What follows belongs to an exercise in optimizing a design on an open flow for small area, a short achievable clock period and few clock cycles per item; a production flow would make more cautious choices. Where RTL was checked, it was by simulation tests only, not by an equivalence proof against the original. Power and IR drop assume default switching activity.

Setup of run X:
==> flow/design.v (excerpt) <==
module lc4_processor
   (input  wire        clk,
    input  wire        rst,
    input  wire        gwe,
    output wire [15:0] o_cur_pc,
    input  wire [15:0] i_cur_insn,
    output wire [15:0] o_dmem_addr,
    input  wire [15:0] i_cur_dmem_data,
    output wire        o_dmem_we,
    output wire [15:0] o_dmem_towrite,
    output wire [1:0]  test_stall,
    output wire [15:0] test_cur_pc,
    output wire [15:0] test_cur_insn,
    output wire        test_regfile_we,
    output wire [2:0]  test_regfile_wsel,
    output wire [15:0] test_regfile_data,
    output wire        test_nzp_we,
    output wire [2:0]  test_nzp_new_bits,
    output wire        test_dmem_we,
    output wire [15:0] test_dmem_addr,
    output wire [15:0] test_dmem_data,
    input  wire [7:0]  switch_data,
    output wire [7:0]  led_data);
export LEC_CHECK = 0
export CAP_MARGIN = 0
export CORE_MARGIN = 2
export CORE_UTILIZATION = 50
export SLEW_MARGIN = 0
export SYNTH_HIERARCHICAL = 1
create_clock -name core_clock -period 70.0 [get_ports {clk}]
standard.sh (not shown) runs the stock make flow with config.mk's settings and CLKGATE_MAP_FILE= SYNTH_SCRIPT=/design/flow/synth_recipe.tcl, a recipe that flattens the netlist after the stock synthesis.
==> flow/flow/run.sh <==
#!/bin/bash
# The standard layout, except that the ports are buffered with buf_1
# cells instead of the delay buffers buffer_ports picks by default. Each
# make run's full output goes to a log file of its own here.
set -euo pipefail
bash standard.sh synth > flow_synth.log 2>&1
bash standard.sh "BUFFER_PORTS_ARGS=-buffer_cell sky130_fd_sc_hd__buf_1" finish > flow_finish.log 2>&1
Input changes introduced in run A (baseline for comparison: run X):
- changing SLEW_MARGIN from 0 to 20
- changing CORE_UTILIZATION from 50 to 30
- changing CAP_MARGIN from 0 to 20
==> run summary <==
- Critical path buffer and inverter count came out exactly the same in run X and run A.
- Worst-path cell with the longest stage delay: sky130_fd_sc_hd__mux2i_1 -> run X, sky130_fd_sc_hd__nor4_2 -> run A
- Standby leakage power in run A vs run X: up 0.72%
- Worst hold slack across all endpoints essentially unchanged between run X and run A.
- In the reports for run X and run A, the larger share of total power in combinational logic belongs to run A.
No functional check of the RTL was part of any run of this note.

old:
lc4_processor, a different RTL version from the one above (not shown whole).
Size: roughly 200 flip-flops, about 0.020 mm2 of cells after synthesis.
==> flow/design.v (excerpt) <==
module lc4_processor
   (input  wire        clk,
    input  wire        rst,
    input  wire        gwe,
    output wire [15:0] o_cur_pc,
    input  wire [15:0] i_cur_insn,
    output wire [15:0] o_dmem_addr,
    input  wire [15:0] i_cur_dmem_data,
    output wire        o_dmem_we,
    output wire [15:0] o_dmem_towrite,
    output wire [1:0]  test_stall,
    output wire [15:0] test_cur_pc,
    output wire [15:0] test_cur_insn,
    output wire        test_regfile_we,
    output wire [2:0]  test_regfile_wsel,
    output wire [15:0] test_regfile_data,
    output wire        test_nzp_we,
    output wire [2:0]  test_nzp_new_bits,
    output wire        test_dmem_we,
    output wire [15:0] test_dmem_addr,
    output wire [15:0] test_dmem_data,
    input  wire [7:0]  switch_data,
    output wire [7:0]  led_data);
export LEC_CHECK = 0
export ABC_AREA = 1
export CAP_MARGIN = 20
export CORE_MARGIN = 2
export CORE_UTILIZATION = 30
export SLEW_MARGIN = 20
create_clock -name core_clock -period 70.0 [get_ports {clk}]
run.sh (not shown) runs the stock make flow with config.mk's settings and CLKGATE_MAP_FILE= SYNTH_SCRIPT=/design/flow/synth_recipe.tcl, a recipe that flattens the netlist after the stock synthesis.
Stock flow here: none of the scripts above is used.
Testbench counts of old, summed over its fixed seeds: cycles 176,615, insns 160,000.
Input changes introduced in new (baseline for comparison: old):
==> flow/flow/run.sh (new file) <==
#!/bin/bash
# The standard layout, except that the ports are buffered with buf_1
# cells instead of the delay buffers buffer_ports picks by default. Each
# make run's full output goes to a log file of its own here.
set -euo pipefail
bash standard.sh synth > flow_synth.log 2>&1
bash standard.sh "BUFFER_PORTS_ARGS=-buffer_cell sky130_fd_sc_hd__buf_1" finish > flow_finish.log 2>&1
==> flow/standard.sh (new file) <==
#!/bin/bash
# synth_recipe.tcl (not shown) runs the flow's synth.tcl, then flattens the netlist and writes it again
# the make line also repeats each setting of config.mk as NAME=value (left out here)
make -C /OpenROAD-flow-scripts/flow DESIGN_CONFIG=/design/flow/config.mk WORK_HOME=/design/flow/orfs CLKGATE_MAP_FILE= SYNTH_SCRIPT=/design/flow/synth_recipe.tcl "${@:-finish}"
removed: flow/run.sh
Results
In new, clock share of power is lower than in old.
The post-place setup slack of new exceeds that of old by 0.75 ns.
The setup slack of new is larger than that of old.
[compare] base=old new=new: depth of the worst register-to-register path went up; power density relative to cell area rose 0.70 mW/mm2.
old → new: wire length on met2 lower, final standard cell area without fillers down about 4.7%.
The lower total track usage came out of new.
[compare] base=old new=new: global-route met2 utilization lost 0.82 points, clock latency at the later pin of the worst-skew pair moved down, max-slew violation count held steady.

lc4_processor, a different RTL version from the one above (not shown whole).
Size in the first run: about 200 flip-flops, roughly 190 I/O pins.
Design lc4_processor, start of the top module:
module lc4_processor
   (input  wire        clk,
    input  wire        rst,
    input  wire        gwe,
    output wire [15:0] o_cur_pc,
    input  wire [15:0] i_cur_insn,
    output wire [15:0] o_dmem_addr,
    input  wire [15:0] i_cur_dmem_data,
    output wire        o_dmem_we,
    output wire [15:0] o_dmem_towrite,
    output wire [1:0]  test_stall,
    output wire [15:0] test_cur_pc,
    output wire [15:0] test_cur_insn,
    output wire        test_regfile_we,
    output wire [2:0]  test_regfile_wsel,
    output wire [15:0] test_regfile_data,
    output wire        test_nzp_we,
    output wire [2:0]  test_nzp_new_bits,
    output wire        test_dmem_we,
    output wire [15:0] test_dmem_addr,
    output wire [15:0] test_dmem_data,
    input  wire [7:0]  switch_data,
    output wire [7:0]  led_data);
export LEC_CHECK = 0
export CAP_MARGIN = 20
export CORE_MARGIN = 2
export CORE_UTILIZATION = 30
export CTS_BUF_LIST = sky130_fd_sc_hd__clkbuf_8
export CTS_CLUSTER_DIAMETER = 50
export CTS_CLUSTER_SIZE = 10
export SLEW_MARGIN = 20
export SYNTH_HIERARCHICAL = 1
create_clock -name core_clock -period 70.0 [get_ports {clk}]
standard.sh (not shown) runs the stock make flow with config.mk's settings and CLKGATE_MAP_FILE= SYNTH_SCRIPT=/design/flow/synth_recipe.tcl, a recipe that flattens the netlist after the stock synthesis.
==> flow/flow/run.sh <==
#!/bin/bash
# The standard layout, except that the ports are buffered with buf_1
# cells instead of the delay buffers buffer_ports picks by default, and the
# pin placer keeps the load data pins next to the outputs that pass it on
# (test_regfile_data, test_dmem_data, test_nzp_new_bits). Each make run's
# full output goes to a log file of its own here.
set -euo pipefail
bash standard.sh synth > flow_synth.log 2>&1
bash standard.sh "BUFFER_PORTS_ARGS=-buffer_cell sky130_fd_sc_hd__buf_1" \
  "PLACE_PINS_ARGS=-group_pins {i_cur_dmem_data[0] test_regfile_data[0] test_dmem_data[0] i_cur_dmem_data[1] test_regfile_data[1] test_dmem_data[1] i_cur_dmem_data[2] test_regfile_data[2] test_dmem_data[2] i_cur_dmem_data[3] test_regfile_data[3] test_dmem_data[3] i_cur_dmem_data[4] test_regfile_data[4] test_dmem_data[4] i_cur_dmem_data[5] test_regfile_data[5] test_dmem_data[5] i_cur_dmem_data[6] test_regfile_data[6] test_dmem_data[6] i_cur_dmem_data[7] test_regfile_data[7] test_dmem_data[7] test_nzp_new_bits[0] test_nzp_new_bits[1] test_nzp_new_bits[2] i_cur_dmem_data[8] test_regfile_data[8] test_dmem_data[8] i_cur_dmem_data[9] test_regfile_data[9] test_dmem_data[9] i_cur_dmem_data[10] test_regfile_data[10] test_dmem_data[10] i_cur_dmem_data[11] test_regfile_data[11] test_dmem_data[11] i_cur_dmem_data[12] test_regfile_data[12] test_dmem_data[12] i_cur_dmem_data[13] test_regfile_data[13] test_dmem_data[13] i_cur_dmem_data[14] test_regfile_data[14] test_dmem_data[14] i_cur_dmem_data[15] test_regfile_data[15] test_dmem_data[15]}" finish > flow_finish.log 2>&1
Testbench counts at the start, summed over its fixed seeds: cycles 161,966, insns 160,000.
Rerun with:
- CTS_BUF_LIST: sky130_fd_sc_hd__clkbuf_8 -> unset
- CTS_CLUSTER_DIAMETER: 50 -> unset
- CTS_CLUSTER_SIZE: 10 -> unset
Outcome:
- setup slack is worse by 0.0034 ns
- design area increases by 0.92%
- final cell count does not change
- synthesized area stays the same
- via count decreases by 0.36%
- synthesized cell count does not change
- total power increases by 3.8%

## job 1712
Another version of the RTL of lc4_processor (not shown whole).
Size in the first run: about 1700 cells after synthesis, ~200 flip-flops, about 190 I/O pins.
Design lc4_processor, start of the top module:
module lc4_processor
   (input  wire        clk,
    input  wire        rst,
    input  wire        gwe,
    output wire [15:0] o_cur_pc,
    input  wire [15:0] i_cur_insn,
    output wire [15:0] o_dmem_addr,
    input  wire [15:0] i_cur_dmem_data,
    output wire        o_dmem_we,
    output wire [15:0] o_dmem_towrite,
    output wire [1:0]  test_stall,
    output wire [15:0] test_cur_pc,
    output wire [15:0] test_cur_insn,
    output wire        test_regfile_we,
    output wire [2:0]  test_regfile_wsel,
    output wire [15:0] test_regfile_data,
    output wire        test_nzp_we,
    output wire [2:0]  test_nzp_new_bits,
    output wire        test_dmem_we,
    output wire [15:0] test_dmem_addr,
    output wire [15:0] test_dmem_data,
    input  wire [7:0]  switch_data,
    output wire [7:0]  led_data);
   assign led_data = switch_data;
   reg [15:0]  pc;       
   reg [15:0]  ir;
   reg         valid;    
   reg [4:0]   dcnt;     
   reg [15:0]  remr;     
   reg [14:0]  qr;       
   reg [2:0]   nzp;
   reg [127:0] rf;       
   wire [3:0] op = ir[15:12];
   wire is_br    = op == 4'h0;
   wire is_arith = op == 4'h1;
   wire is_cmp   = op == 4'h2;
   wire is_jsr   = op == 4'h4;
   wire is_logic = op == 4'h5;
   wire is_ldr   = op == 4'h6;
   wire is_str   = op == 4'h7;
   wire is_rti   = op == 4'h8;
   wire is_const = op == 4'h9;
   wire is_shift = op == 4'ha;
   wire is_jmp   = op == 4'hc;
   wire is_hic   = op == 4'hd;
   wire is_trap  = op == 4'hf;
   wire is_mul  = is_arith & ir[5:3] == 3'b001;
   wire is_div  = is_arith & ir[5:3] == 3'b011;
   wire is_mod  = is_shift & ir[5:4] == 2'b11;
   wire is_long = is_div | is_mod;
   wire rf_we_d  = is_arith | is_jsr | is_logic | is_ldr | is_const |
  ...
==> flow/config.mk <==
export PLATFORM = sky130hd
export DESIGN_NAME = lc4_processor
export DESIGN_NICKNAME = lc4_processor
export VERILOG_FILES = /design/flow/design.v
export SDC_FILE = /design/flow/constraint.sdc
export NUM_CORES = 4
export LEC_CHECK = 0
export CAP_MARGIN = 20
export CORE_MARGIN = 2
export CORE_UTILIZATION = 30
export CTS_CLUSTER_DIAMETER = 150
export CTS_CLUSTER_SIZE = 30
export SLEW_MARGIN = 20
export SYNTH_HIERARCHICAL = 1
==> flow/constraint.sdc <==
create_clock -name core_clock -period 70.0 [get_ports {clk}]
set_input_delay 14.0000 -clock core_clock [delete_from_list [all_inputs] [get_ports {clk}]]
set_output_delay 14.0000 -clock core_clock [all_outputs]
set_load 0.01 [all_outputs]
Scripts as last shown in full above: flow/flow/run.sh
Testbench counts of job 1712, summed over its fixed seeds: cycles 164,976, insns 160,000.
The inputs of job 3633 differ from those of job 1712 as listed below.
Settings: swapping 20 for 0 in CAP_MARGIN; clearing CTS_CLUSTER_DIAMETER, which used to be 150; swapping 20 for 0 in SLEW_MARGIN; clearing CTS_CLUSTER_SIZE, which used to be 30.
Results
- Taking job 1712 as the reference point, the final worst hold slack of job 3633 falls by 0.0032 ns.
- Diff job 1712..job 3633 | cell leakage power | negligible
- The sum of routed wire segments on met1 was comparable across job 1712 and job 3633.
- Comparing job 3633 with job 1712, the combinational cell fraction of total power came out essentially unchanged.
Edits applied to the flow inputs when going from job 3633 to job 8887:
Settings: CAP_MARGIN changed from 0 to 20; SLEW_MARGIN changed from 0 to 20.
### Flow results
Comparing job 3633 with job 8887, the wire length came out essentially unchanged. Job 8887 completed every stage of the flow, and the final layout passed the timing, design-rule and antenna checks. The worst slack on hold paths reported for job 8887 is greater than that of job 3633 by 0.0032 ns. As far as number of diodes added for antenna fixing goes, job 8887 and job 3633 are indistinguishable; the numbers are identical. Going from job 3633 to job 8887, minimum clock period after layout grows by 0.0078 ns. Per the comparison of job 8887 with job 3633, maximum clock frequency roughly the same, area added between synthesis and finish roughly the same, total met2 wirelength after detailed routing lower, fraction of layout instances using a drive strength above 1 roughly the same. As far as design area is concerned, job 3633 and job 8887 perform about the same.

[re-timing with driven ports]
The results above use ideal ports. As a check the final layouts listed here were re-extracted and re-timed, cells and wires unchanged. Step 1 assumes that a clkbuf_16 drives the clock port and a buf_2 every other input. Step 2, shift: input delay + t, output delay - t, t = (earliest + latest rising clock arrival at the registers) / 2. This alone moves slack from input paths to output paths. Slacks: no drivers / after step 1 / after step 2; pairs: no drivers / after step 1.
| run | shift t [ns] | setup slack, ns | hold WS [ns] | worst setup path at the end |
|---|---|---|---|---|
| run X | 0.535 | 40.659 / 40.638 / 40.638 | 0.458 / 0.458 / 0.458 | input to output |
| run A | 0.540 | 40.909 / 40.882 / 40.882 | 0.459 / 0.459 / 0.459 | input to output |
| old | 0.518 | 40.163 / 40.142 / 40.142 | 0.455 / 0.455 / 0.455 | input to output |
| new | 0.508 | 40.924 / 40.900 / 40.900 | 0.448 / 0.448 / 0.448 | input to output |
| the first run of note 3 | 0.562 | 40.998 / 40.974 / 40.974 | 0.452 / 0.452 / 0.452 | input to output |
| the second run of note 3 | 0.516 | 40.994 / 40.971 / 40.971 | 0.447 / 0.447 / 0.447 | input to output |
| job 1712 | 0.525 | 40.990 / 40.970 / 40.970 | 0.453 / 0.453 / 0.453 | input to output |
| job 3633 | 0.524 | 40.998 / 40.977 / 40.977 | 0.450 / 0.450 / 0.450 | input to output |
| job 8887 | 0.525 | 40.990 / 40.970 / 40.970 | 0.453 / 0.453 / 0.453 | input to output |
After both steps every run listed still meets setup and hold. For run A, which loses most, drivers alone change the setup slack by -0.027 ns; drivers and shift together by -0.027 ns.
